Background: an optimization exercise with open tools, aiming at small area. Do not read the settings as production practice.
Where RTL was checked, it was by simulation tests only, not by an equivalence proof against the original.
Power figures rest on the tool's default switching activity, not on a simulated workload.

Setup of build 12:
==> module cpu8, before the edit <==
module cpu8(
	input clk,
	input rst,                  
	output [7:0] imem_addr,     
	input [15:0] imem_data,     
	output [7:0] dmem_addr,
	output [7:0] dmem_wdata,
	output dmem_we,
	input [7:0] dmem_rdata,     
	input [7:0] dip,            
	output [7:0] result         
	);
wire [15:0] i = imem_data;
wire       msb = i[15];
wire [3:0] a1  = i[14:11];
wire [4:0] lo  = i[10:6];       
wire [2:0] in1 = i[5:3];
wire [2:0] in2 = i[2:0];
wire [2:0] ls  = i[10:8];
wire [7:0] imm = i[7:0];
wire a1_0 = (a1 == 4'd0);
wire a1_6 = (a1 == 4'd6);
wire a1_8 = (a1 == 4'd8);
wire a1_9 = (a1 == 4'd9);
wire ldsel = a1_6 | (a1 == 4'd7) | a1_9;
wire isLoad  = msb & ldsel;
wire isStore = msb & a1_8;
wire isJump  = msb & ~a1[3] & ~(a1[2] & a1[1]);
wire [31:0] lod = 32'd1 << lo;
wire [31:0] opd = a1_0 ? lod : 32'd0;
wire op_196  = a1_6 & lod[4];
wire sel_sum = opd[1] | opd[3] | opd[15] | opd[16];
wire sel_p   = opd[4] | opd[5] | opd[8] | opd[18];
wire sel_g   = opd[2] | opd[4];
wire sel_b   = opd[6];
wire sel_d1  = opd[20] | op_196;
wire sel_sh  = opd[9] | opd[10] | opd[11] | opd[12] | opd[13] | opd[14];
wire op_shr  = opd[9] | opd[10];
wire op_shl  = opd[11] | opd[12];
wire op_rot  = opd[13] | opd[14];
wire known   = opd[0] | sel_sum | sel_p | sel_g | sel_b | sel_d1 | sel_sh;
wire sel_3   = ~known;
wire rw = ldsel | (opd[1] | opd[2] | opd[3] | opd[4] | opd[5] | opd[6] | opd[8]
                   | sel_sh | opd[15] | opd[16] | opd[20]);
reg [63:0] rf;                  
wire [2:0] raad = a1[3] ? ls : in1;
wire [7:0] d1 = rf[8*raad +: 8];
wire [7:0] rb = rf[8*in2 +: 8];
wire use_b = ~lo[3] & (~lo[4] | lo[2]);
wire inv_b = (lo[4] & ~lo[1]) | (lo[0] & lo[1] & ~lo[2]) | (lo[3] & ~lo[0]);
wire cin   = lo[1] | lo[2];
wire [7:0] b = ({8{use_b}} & rb) ^ {8{inv_b}};
wire [7:0] p = d1 ^ b;
wire [7:0] g = d1 & b;
wire [8:0] sum = {1'b0, d1} + {1'b0, b} + {8'd0, cin};
wire [2:0] n = in2;
wire right = op_shr | opd[14];
wire [2:0] k = right ? (3'd0 - n) : n;
wire [7:0] s1 = k[0] ? {d1[6:0], d1[7]}   : d1;
wire [7:0] s2 = k[1] ? {s1[5:0], s1[7:6]} : s1;
wire [7:0] rot = k[2] ? {s2[3:0], s2[7:4]} : s2;
wire [7:0] th = 8'hff << n;                  
wire [7:0] thr = {th[0], th[1], th[2], th[3], th[4], th[5], th[6], th[7]};
wire [7:0] mask = ~({8{op_shl}} & ~th) & ~({8{op_shr}} & ~thr);
wire [7:0] shres = rot & mask;
wire [7:0] res = ({8{sel_sum}} & sum[7:0]) | ({8{sel_p}} & p) | ({8{sel_g}} & g)
               | ({8{sel_b}} & rb) | ({8{sel_d1}} & d1) | ({8{sel_sh}} & shres)
               | {6'd0, sel_3, sel_3};
assign result = res;
reg fz, fc, fs, fo;
wire nz = (n != 3'd0);
wire setzs = sel_sum | opd[2] | opd[4] | opd[5] | sel_sh | opd[20];
wire [7:0] zsrc = opd[20] ? sum[7:0] : res;
wire zn = (zsrc == 8'd0);
wire sn = zsrc[7];
wire c_add = opd[1] | opd[15];       
wire c_dec = opd[16];                
wire c_keep = ~(c_add | c_dec | opd[2] | opd[4] | opd[5] | op_shr | op_shl | op_rot);
wire cn = (c_add & sum[8]) | (c_dec & ~sum[8]) | (c_keep & fc)
        | (op_shr & nz & rot[7]) | (op_shl & nz & rot[0]) | (op_rot & res[7]);
wire o_keep = ~(c_add | c_dec | opd[3] | opd[20] | opd[2] | opd[4] | opd[5] | op_shr | op_shl | op_rot);
wire on = (c_add & sum[8]) | (c_dec & ~sum[8]) | ((opd[3] | opd[20]) & fc) | (o_keep & fo)
        | ((op_shr | op_shl) & (res[7] ^ d1[7])) | (op_rot & d1[7]);
always @(posedge clk) begin
	if (rst) begin
		fz <= 1'b0; fc <= 1'b0; fs <= 1'b0; fo <= 1'b0;
	end else begin
		if (setzs) begin fz <= zn; fs <= sn; end
		fc <= cn; fo <= on;
	end
end
wire [2:0] wa = isLoad ? ls : in1;
wire [7:0] wd = isLoad ? (a1_6 ? imm : a1_9 ? dip : dmem_rdata) : res;
wire [63:0] init = {8'd7, 8'd6, 8'd5, 8'd3, 8'd3, 8'd11, 8'd9, 8'd4};
wire [7:0] wd0 = wd & ~{8{rst}};
wire [7:0] wd1 = wd | {8{rst}};
wire [7:0] wsel = 8'd1 << wa;
genvar wk, bb;
generate for (wk = 0; wk < 8; wk = wk + 1) begin : wr
	wire en = rst | (rw & wsel[wk]);
	for (bb = 0; bb < 8; bb = bb + 1) begin : bt
		always @(posedge clk) if (en) rf[8*wk+bb] <= init[8*wk+bb] ? wd1[bb] : wd0[bb];
	end
end endgenerate
reg [7:0] pc;
reg take;
always @(*) begin
	case (a1[2:0])
	3'd0: take = fz;
	3'd1: take = fc;
	3'd2: take = ~fc & ~fz;
	3'd3: take = fs ^ fo;
	3'd4: take = ~(fs ^ fo) & ~fz;
	default: take = 1'b1;
	endcase
end
always @(posedge clk) begin
	if (rst)                 pc <= 8'd0;
	else if (isJump & take)  pc <= imm;
	else                     pc <= pc + 8'd1;
end
assign imem_addr = pc;
assign dmem_addr = imm;
assign dmem_wdata = d1;
assign dmem_we = isStore;
endmodule
==> flow/config.mk <==
export PLATFORM = sky130hd
export DESIGN_NAME = cpu8
export DESIGN_NICKNAME = cpu8
export VERILOG_FILES = /design/flow/design.v
export SDC_FILE = /design/flow/constraint.sdc
export NUM_CORES = 4
export LEC_CHECK = 0
export ABC_AREA = 1
export CAP_MARGIN = 20
export CORE_MARGIN = 2
export CORE_UTILIZATION = 40
export GPL_TIMING_DRIVEN = 0
export SLEW_MARGIN = 20
==> flow/constraint.sdc <==
create_clock -name core_clock -period 7.0 [get_ports {clk}]
set_input_delay 1.4000 -clock core_clock [delete_from_list [all_inputs] [get_ports {clk}]]
set_output_delay 1.4000 -clock core_clock [all_outputs]
set_load 0.01 [all_outputs]
standard.sh (not shown) runs the stock make flow with config.mk's settings and CLKGATE_MAP_FILE= SYNTH_SCRIPT=/design/flow/synth_recipe.tcl, a recipe that flattens the netlist after the stock synthesis.
==> flow/flow/run.sh <==
#!/bin/bash
# Standard ORFS layout with two changes: an area-oriented ABC mapping
# script (flow/abc.script) and minimum-size port buffers.
set -uo pipefail
rm -rf scripts_mod
cp -r "$FLOW_HOME/scripts" scripts_mod
cp flow/abc.script scripts_mod/abc_area.script
bash standard.sh SCRIPTS_DIR="$PWD/scripts_mod" ABC_AREA=1 ADDER_MAP_FILE= \
  "BUFFER_PORTS_ARGS=-buffer_cell sky130_fd_sc_hd__buf_1" "CTS_ARGS=-sink_clustering_enable -repair_clock_nets -buf_list sky130_fd_sc_hd__clkbuf_8 -dont_use_dummy_load" finish > standard.log 2>&1
==> flow/flow/abc.script <==
strash
dch
amap
What build 10 does differently from build 12 at the input level:
diff --git a/flow/design.v b/flow/design.v
--- a/flow/design.v
+++ b/flow/design.v
@@ -41,15 +41,15 @@
 wire op_rot  = opd[13] | opd[14];
 wire known   = opd[0] | sel_sum | sel_p | sel_g | sel_b | sel_d1 | sel_sh;
 wire sel_3   = ~known;
 wire rw = ldsel | (opd[1] | opd[2] | opd[3] | opd[4] | opd[5] | opd[6] | opd[8]
                    | sel_sh | opd[15] | opd[16] | opd[20]);
 reg [63:0] rf;                  
-wire [2:0] raad = a1[3] ? ls : in1;
-wire [7:0] d1 = rf[8*raad +: 8];
-wire [7:0] rb = rf[8*in2 +: 8];
+wire [2:0] rbad = a1[3] ? ls : in2;
+wire [7:0] d1 = rf[8*in1 +: 8];
+wire [7:0] rb = rf[8*rbad +: 8];
 wire use_b = ~lo[3] & (~lo[4] | lo[2]);
 wire inv_b = (lo[4] & ~lo[1]) | (lo[0] & lo[1] & ~lo[2]) | (lo[3] & ~lo[0]);
 wire cin   = lo[1] | lo[2];
 wire [7:0] b = ({8{use_b}} & rb) ^ {8{inv_b}};
 wire [7:0] p = d1 ^ b;
 wire [7:0] g = d1 & b;
@@ -119,9 +119,9 @@
 	if (rst)                 pc <= 8'd0;
 	else if (isJump & take)  pc <= imm;
 	else                     pc <= pc + 8'd1;
 end
 assign imem_addr = pc;
 assign dmem_addr = imm;
-assign dmem_wdata = d1;
+assign dmem_wdata = rb;
 assign dmem_we = isStore;
 endmodule
## What came out
When the final numbers for build 12 and build 10 were put side by side, the global-route usage turned out to be smaller in build 10. [build 10] number of filler instances in the final layout fell 28 relative to build 12. Looking at clock power share across build 12 and build 10, the one that comes out lower is build 10. Cell area | build 10 vs build 12 | build 10 larger. Between build 12 and build 10, wire length of the first global-routing pass is higher for build 12, build 10 comes in under that. Comparing build 12 against build 10, there is no change at all in number of gates resized after CTS. Against build 12, build 10 comes in 0.10 ns higher on maximum single-stage delay on the critical path.
Function not checked in build 10: the RTL went through the layout flow alone.

port drivers added, routing unchanged:
No port has a modelled driver above. Below, the same layouts with a new extraction and two added sets of constraints. Step 1 (the two cells are an assumption about what drives the block):
set clk [get_ports {clk}]
set_driving_cell -lib_cell sky130_fd_sc_hd__clkbuf_16 $clk
set_driving_cell -lib_cell sky130_fd_sc_hd__buf_2 [delete_from_list [all_inputs] $clk]
Step 2 adds t to the input delays and takes it off the output delays; t is the mean of the earliest and latest rising clock arrival at the registers after step 1. Input paths then give back, and output paths get back, about the clock's delay inside the block. Slacks: no drivers / after step 1 / after step 2; pairs: no drivers / after step 1.
run | t (ns) | slack for setup (ns) | slew at the worst register clock pin (ns)
build 12 | 0.393 | 0.230 / 0.207 / 0.207 | 0.08 / 0.08
build 10 | 0.385 | 0.192 / 0.167 / 0.167 | 0.07 / 0.07
After both steps setup and hold are still met in every run listed. For build 10, which loses most, drivers alone change the setup slack by -0.025 ns; drivers and shift together by -0.025 ns.
